Context: an optimization exercise on an open-source flow, tuned for small area and a short achievable clock period. The choices shown serve that exercise and are no tape-out recipe.
Only simulation tests tie the RTL to the original design; equivalence was not proved.
Power figures rest on the tool's default switching activity, not on a simulated workload.

--- run.sh ---
#!/bin/bash
# synth_recipe.tcl (not shown) runs the flow's synth.tcl, then flattens the netlist and writes it again
# the make line also repeats each setting of config.mk as NAME=value (left out here)
make -C /OpenROAD-flow-scripts/flow DESIGN_CONFIG=/design/flow/config.mk WORK_HOME=/design/flow/orfs CLKGATE_MAP_FILE= SYNTH_SCRIPT=/design/flow/synth_recipe.tcl finish
--- config.mk ---
export PLATFORM = sky130hd
export DESIGN_NAME = cordic
export DESIGN_NICKNAME = cordic
export VERILOG_FILES = /design/flow/design.v
export SDC_FILE = /design/flow/constraint.sdc
export NUM_CORES = 4
export LEC_CHECK = 0
export CAP_MARGIN = 20
export CORE_MARGIN = 2
export CORE_UTILIZATION = 40
export SLEW_MARGIN = 20
--- constraint.sdc ---
create_clock -name core_clock -period 5.0 [get_ports {clk}]
set_input_delay 1.0000 -clock core_clock [delete_from_list [all_inputs] [get_ports {clk}]]
set_output_delay 1.0000 -clock core_clock [all_outputs]
set_load 0.01 [all_outputs]
--- design.v ---
module cordic (
    input wire signed [31:0] angle,
    input wire clk, reset,
    output reg signed [31:0] x, y
);
parameter STAGES = 6;
reg signed [31:0] x_reg [0:STAGES];
reg signed [31:0] y_reg [0:STAGES];
reg signed [31:0] z_reg [0:STAGES];
reg [1:0] quadrant_flag [0:STAGES];
reg signed [31:0] mapped_angle;
reg [1:0] quadrant;
wire signed [31:0] atan_table [0:STAGES];
assign atan_table[0] = 32'sd8192; 
assign atan_table[1] = 32'sd4830; 
assign atan_table[2] = 32'sd2556; 
assign atan_table[3] = 32'sd1298; 
assign atan_table[4] = 32'sd651; 
assign atan_table[5] = 32'sd326; 
assign atan_table[6] = 32'sd163; 
always @(*) begin
    if (angle >= 0 && angle <= 32'sd16386) begin  
        mapped_angle = angle;
        quadrant = 2'b00;
    end else if (angle > 32'sd16386 && angle <= 32'sd32768) begin  
        mapped_angle = 32'sd32768 - angle;  
        quadrant = 2'b01;
    end else if (angle > 32'sd32768 && angle <= 32'sd49151) begin  
        mapped_angle = angle - 32'sd32768;  
        quadrant = 2'b10;
    end else begin  
        mapped_angle = 32'sd65535 - angle;  
        quadrant = 2'b11;
    end
end
always @(posedge clk) begin
    if (reset) begin
        x_reg[0] <= 32'sd0;
        y_reg[0] <= 32'sd0;
        z_reg[0] <= 32'sd0;
        quadrant_flag[0] <= 2'b00;
    end else begin
        quadrant_flag[0] <= quadrant;
        x_reg[0] <= 32'sd256;
        y_reg[0] <= 32'sd0;
        z_reg[0] <= mapped_angle;
    end
end
genvar i;
generate for (i = 0; i < STAGES; i = i + 1) begin : cordic_stages
    always @(posedge clk) begin
        if (reset) begin
            x_reg[i+1] <= 32'sd0;
            y_reg[i+1] <= 32'sd0;
            z_reg[i+1] <= 32'sd0;
            quadrant_flag[i+1] <= 2'b00;
        end else begin
            quadrant_flag[i+1] <= quadrant_flag[i];
            if (z_reg[i][31]) begin  
                x_reg[i+1] <= x_reg[i] + (y_reg[i] >>> i);
                y_reg[i+1] <= y_reg[i] - (x_reg[i] >>> i);
                z_reg[i+1] <= z_reg[i] + atan_table[i];
            end else begin  
                x_reg[i+1] <= x_reg[i] - (y_reg[i] >>> i);
                y_reg[i+1] <= y_reg[i] + (x_reg[i] >>> i);
                z_reg[i+1] <= z_reg[i] - atan_table[i];
            end
        end
    end
end
endgenerate
always @(posedge clk) begin
    if (reset) begin
        x <= 32'sd0;
        y <= 32'sd0;
    end else begin
        case (quadrant_flag[STAGES])
            2'b00: begin  
                x <= x_reg[STAGES];
                y <= y_reg[STAGES];
            end
            2'b01: begin  
                x <= -x_reg[STAGES];
                y <= y_reg[STAGES];
            end
            2'b10: begin  
                x <= -x_reg[STAGES];
                y <= -y_reg[STAGES];
            end
            2'b11: begin  
                x <= x_reg[STAGES];
                y <= -y_reg[STAGES];
            end
        endcase
    end
end
endmodule
==> notes.md <==
==> final cells by class <==
cell class              count  area [um^2]  share of cell area
multi-input cells        3638        24900               0.617
flip-flops and latches    497         9950               0.247
clock buffers              76         1640              0.0406
clock inverters            31          443              0.0110
inverters                 179          672              0.0167
well taps                1176         1470              0.0365
repair buffers            134         1270              0.0314
==> worst max-delay path: stages, from the launching register on <==
cell and delay, ns:
dfxtp_1 0.35, inv_1 0.14, ha_1 0.18, nand2b_1 0.07, or4_1 0.42, or2_2 0.32
nor3_1 0.34, and3_1 0.28, a21oi_1 0.10, xnor2_1 0.14, ha_1 0.37, a21o_1 0.24
a21o_1 0.19, a21o_1 0.20, a21o_1 0.18, a221o_1 0.28, a21oi_1 0.19, nor4b_1 0.08
a211oi_1 0.21, o211ai_1 0.13
==> layer usage <==
metal	vias up	wire length, um	global-route usage
li1	16000	-	-
met1	13800	44600	0.265
met2	526	40100	0.313
met3	116	3190	0.0192
met4	0	1940	0.0476
met5	-	0	0
==> path summary, 6_finish.rpt <==
path | startpoint | endpoint | slack (ns) | cells after the start
worst min register to register | quadrant_flag[3][1] | quadrant_flag[4][1] | 0.44 | 1
worst max register to register | x_reg[4][4] | y_reg[5][31] | 0.42 | 19
worst min-delay path | quadrant_flag[3][1] | quadrant_flag[4][1] | 0.44 | 1
worst max-delay path | x_reg[4][4] | y_reg[5][31] | 0.42 | 19
==> cells in the final DEF (no fill, tap or decap), drive strengths merged, types with 35 or more instances in the layout <==
cell,Yosys,final
nand2b,46,46
ha,418,418
a21o,156,156
a31oi,62,62
buf,25,38
nor2,623,623
inv,177,180
nor3,156,156
o21ai,234,234
a211oi,48,48
nand4,35,35
or3,46,46
o21a,59,59
a21oi,404,404
xor2,200,200
nand3,71,71
and3,46,46
dfxtp,497,497
o21bai,50,50
nor2b,103,103
clkbuf,101,76
nand2,198,198
xnor2,252,252
and2,35,35
clkdlybuf4s50,0,96
nor4,47,47
==> power by group through the flow <==
| stage | logic, mW | clock network, mW | registers (mW) |
|---|---|---|---|
| 2_1_floorplan | 15.4 | 0 | 6.13 |
| 4_1_cts | 19.8 | 4.63 | 6.55 |
| 3_3_place_gp | 19.7 | 0 | 6.62 |
| 5_1_grt | 22.4 | 4.77 | 6.72 |
| 6_report | 19.9 | 4.50 | 6.56 |
| 3_5_place_dp | 19.7 | 0 | 6.62 |
==> kinds of logic (layout without fill, tap and decap cells) <==
group | Yosys count | in the layout | share of synthesized area
AOI/OAI and AO/OA | 1212 | 1212 | 0.214
adders and majority gates | 429 | 429 | 0.151
and+or+nand+nor | 1509 | 1509 | 0.205
xor gates and xnor gates | 452 | 452 | 0.110
muxes | 36 | 36 | 0.0108
DFF | 497 | 497 | 0.276
buffers and inverters | 305 | 420 | 0.0320
==> metrics by stage <==
stage	instance area, um^2	instances
finish	40300	5731
global route	40300	5731
CTS	40300	5731
detailed placement	38300	5624
global placement	38300	5624
floorplan	36000	4440
==> qor.csv <==
stage,metric,value,unit
power_and_ir_drop,internal_power,16.6,mW
yosys,synth_top_cell_area_share,0.276,
run_status,status,no timing/DRC/antenna violations,
yosys,ys.warnings.count,5,
yosys,synth_area_per_cell,8.11,um^2
power_and_ir_drop,total_power,31.0,mW
yosys,netlist_top_cells_area,"dfxtp_1, ha_1, nor2_1",
power_and_ir_drop,powerDensity,768,mW/mm^2
yosys,synth_top_cells_by_count,"nor2_1, dfxtp_1, ha_1",
placement,placement.setup.worst_slack,0.397,ns
power_and_ir_drop,seq_power_share,0.212,
power_and_ir_drop,power.share.combinational,0.643,
cts,htree_levels,2,
worst_setup_path,critPathLaunchType,flop,
timing,finalCritPeriodShare,0.915,
cts,cts.reportedPaths.clkPinSlew,0.06,ns
timing,setup_repair_after_global_routing_missed_its_margin,false,
yosys,synth.yosys.seq_area_share,0.276,
global_routing,grt_util_all_layers,0.190,
floorplanning,die_height,304,um
cts,cts-buffers-inserted,57,
timing,max-slew-margin-rel,0.312,
routing,detailed_route_wire_length,89800,um
cts,cts_resized,0,
yosys,syn_area,0.0360,mm^2
global_routing,via_count_of_the_first_global_routing_pass,29100,
power_and_ir_drop,leakage,17.6,nW
timing,fmax,219,MHz
cts,cts_max_path_buffers,3,
cts,clock-sinks,497,
yosys,netlist_instances,4440,
floorplanning,pin_count,98,
cts,post_cts_buffers,0,
cts,worstSkewPairLatency,0.64,ns
routing,dr.pass1.iters,8,
yosys,register_bit_total_from_synthesis,497,
job,timing.max_cap.violations,0,
power_and_ir_drop,vdd_ir_drop_max,0.353,mV
placement,hpwl_reported_at_the_end_of_detailed_placement,70700,um
routing,drt_first_iter_violations,1621,
finish,num-fill-cells,8912,
yosys,fraction_of_registers_with_async_set_or_reset_after_synthesis,0,
power_and_ir_drop,sw_frac_of_total,0.465,
timing,postLayoutSetupSlackWorst,0.425,ns
timing,fin_setup_tns,0,ns
worst_setup_path,timing.critical_path.fanout_max,6,
yosys,synth_top_cell_by_area,dfxtp_1,
timing,setup_violations,0,
timing,hold_viol,0,
finish,finish.utilization,0.450,
global_routing,number_of_antenna_violations_at_the_first_check_in_global_routing,0,
global_routing,overflow,0,
floorplanning,fp.dieArea,0.0924,mm^2
cts,clockRootBuffer,clkbuf_16,
yosys,yosysMostFrequentCell,nor2_1,
routing,dr_total_vias,30500,
finish,num_antenna_cells,0,
routing,vias_per_cell,5.32,
global_routing,grt_start_max_net_pins,215,
yosys,mappedNetlistNets,4903,
global_routing,grt_pass1_wl,148000,um
cts,cts_tree,done,
placement,buffer_ports.inserted,97,
timing,holdWs,0.436,ns
cts,hold_buffers,0,
routing,wl_per_cell,15.7,um
worst_setup_path,worst_setup_path_end_kind,flop,
power_and_ir_drop,power.switching,14.4,mW
timing,fin_worst_skew,0.0315,ns
worst_setup_path,timing_worst_setup_path_type,flop to flop,
yosys,most_frequently_used_flop_master_after_synthesis,dfxtp_1,
yosys,post_synth_num_cell_types,93,
finish,num-nets-final,4970,
routing,antenna_violating_nets_post_route,0,
timing,minimum_clock_period_after_layout,4.58,ns
finish,syn_to_final_growth,12.1,%
floorplanning,floorplan.core_area,0.0896,mm^2
floorplanning,die_width,304,um
timing,worstMarginPinSlew,1.03,ns
worst_hold_path,min_path_type,flop to flop,
power_and_ir_drop,power_frac_clock,0.145,
yosys,synth_enable_flop_cells,0,
routing,post-route-drc-count,0,
worst_setup_path,critPathRequiredTime,5.48,ns
floorplanning,row_count,110,
timing,timing_max_transition_violations_final,0,
floorplanning,initial_util,0.402,
finish,fraction_of_final_layout_cells_with_drive_strength_greater_than_1,0.0503,
worst_setup_path,critical_path_arrival,5.05,ns
placement,place_congestion,0.901,

[re-timing with driven ports]
In the flow no input, the clock included, has a driving cell. The finished layout below was timed again as built, in two steps. Step 1 assumes that a clkbuf_16 drives the clock port and a buf_2 every other input. Step 2 times the ports against the registers' clock, not the clock port: input delays grow and output delays shrink by t, the midpoint of the rising clock arrivals with the driver on. Three values: ideal ports, drivers, drivers and shift; two values: the first two.
t (ns): 0.689
setup WS [ns]: 0.425 / 0.425 / 0.425
worst data-port slew with drivers (ns): 0.06
cell pins on the clock port's net: 1
After both steps setup and hold are still met in this run. The setup slack of this run moves by 0.000 ns with the drivers and by 0.000 ns with both steps.
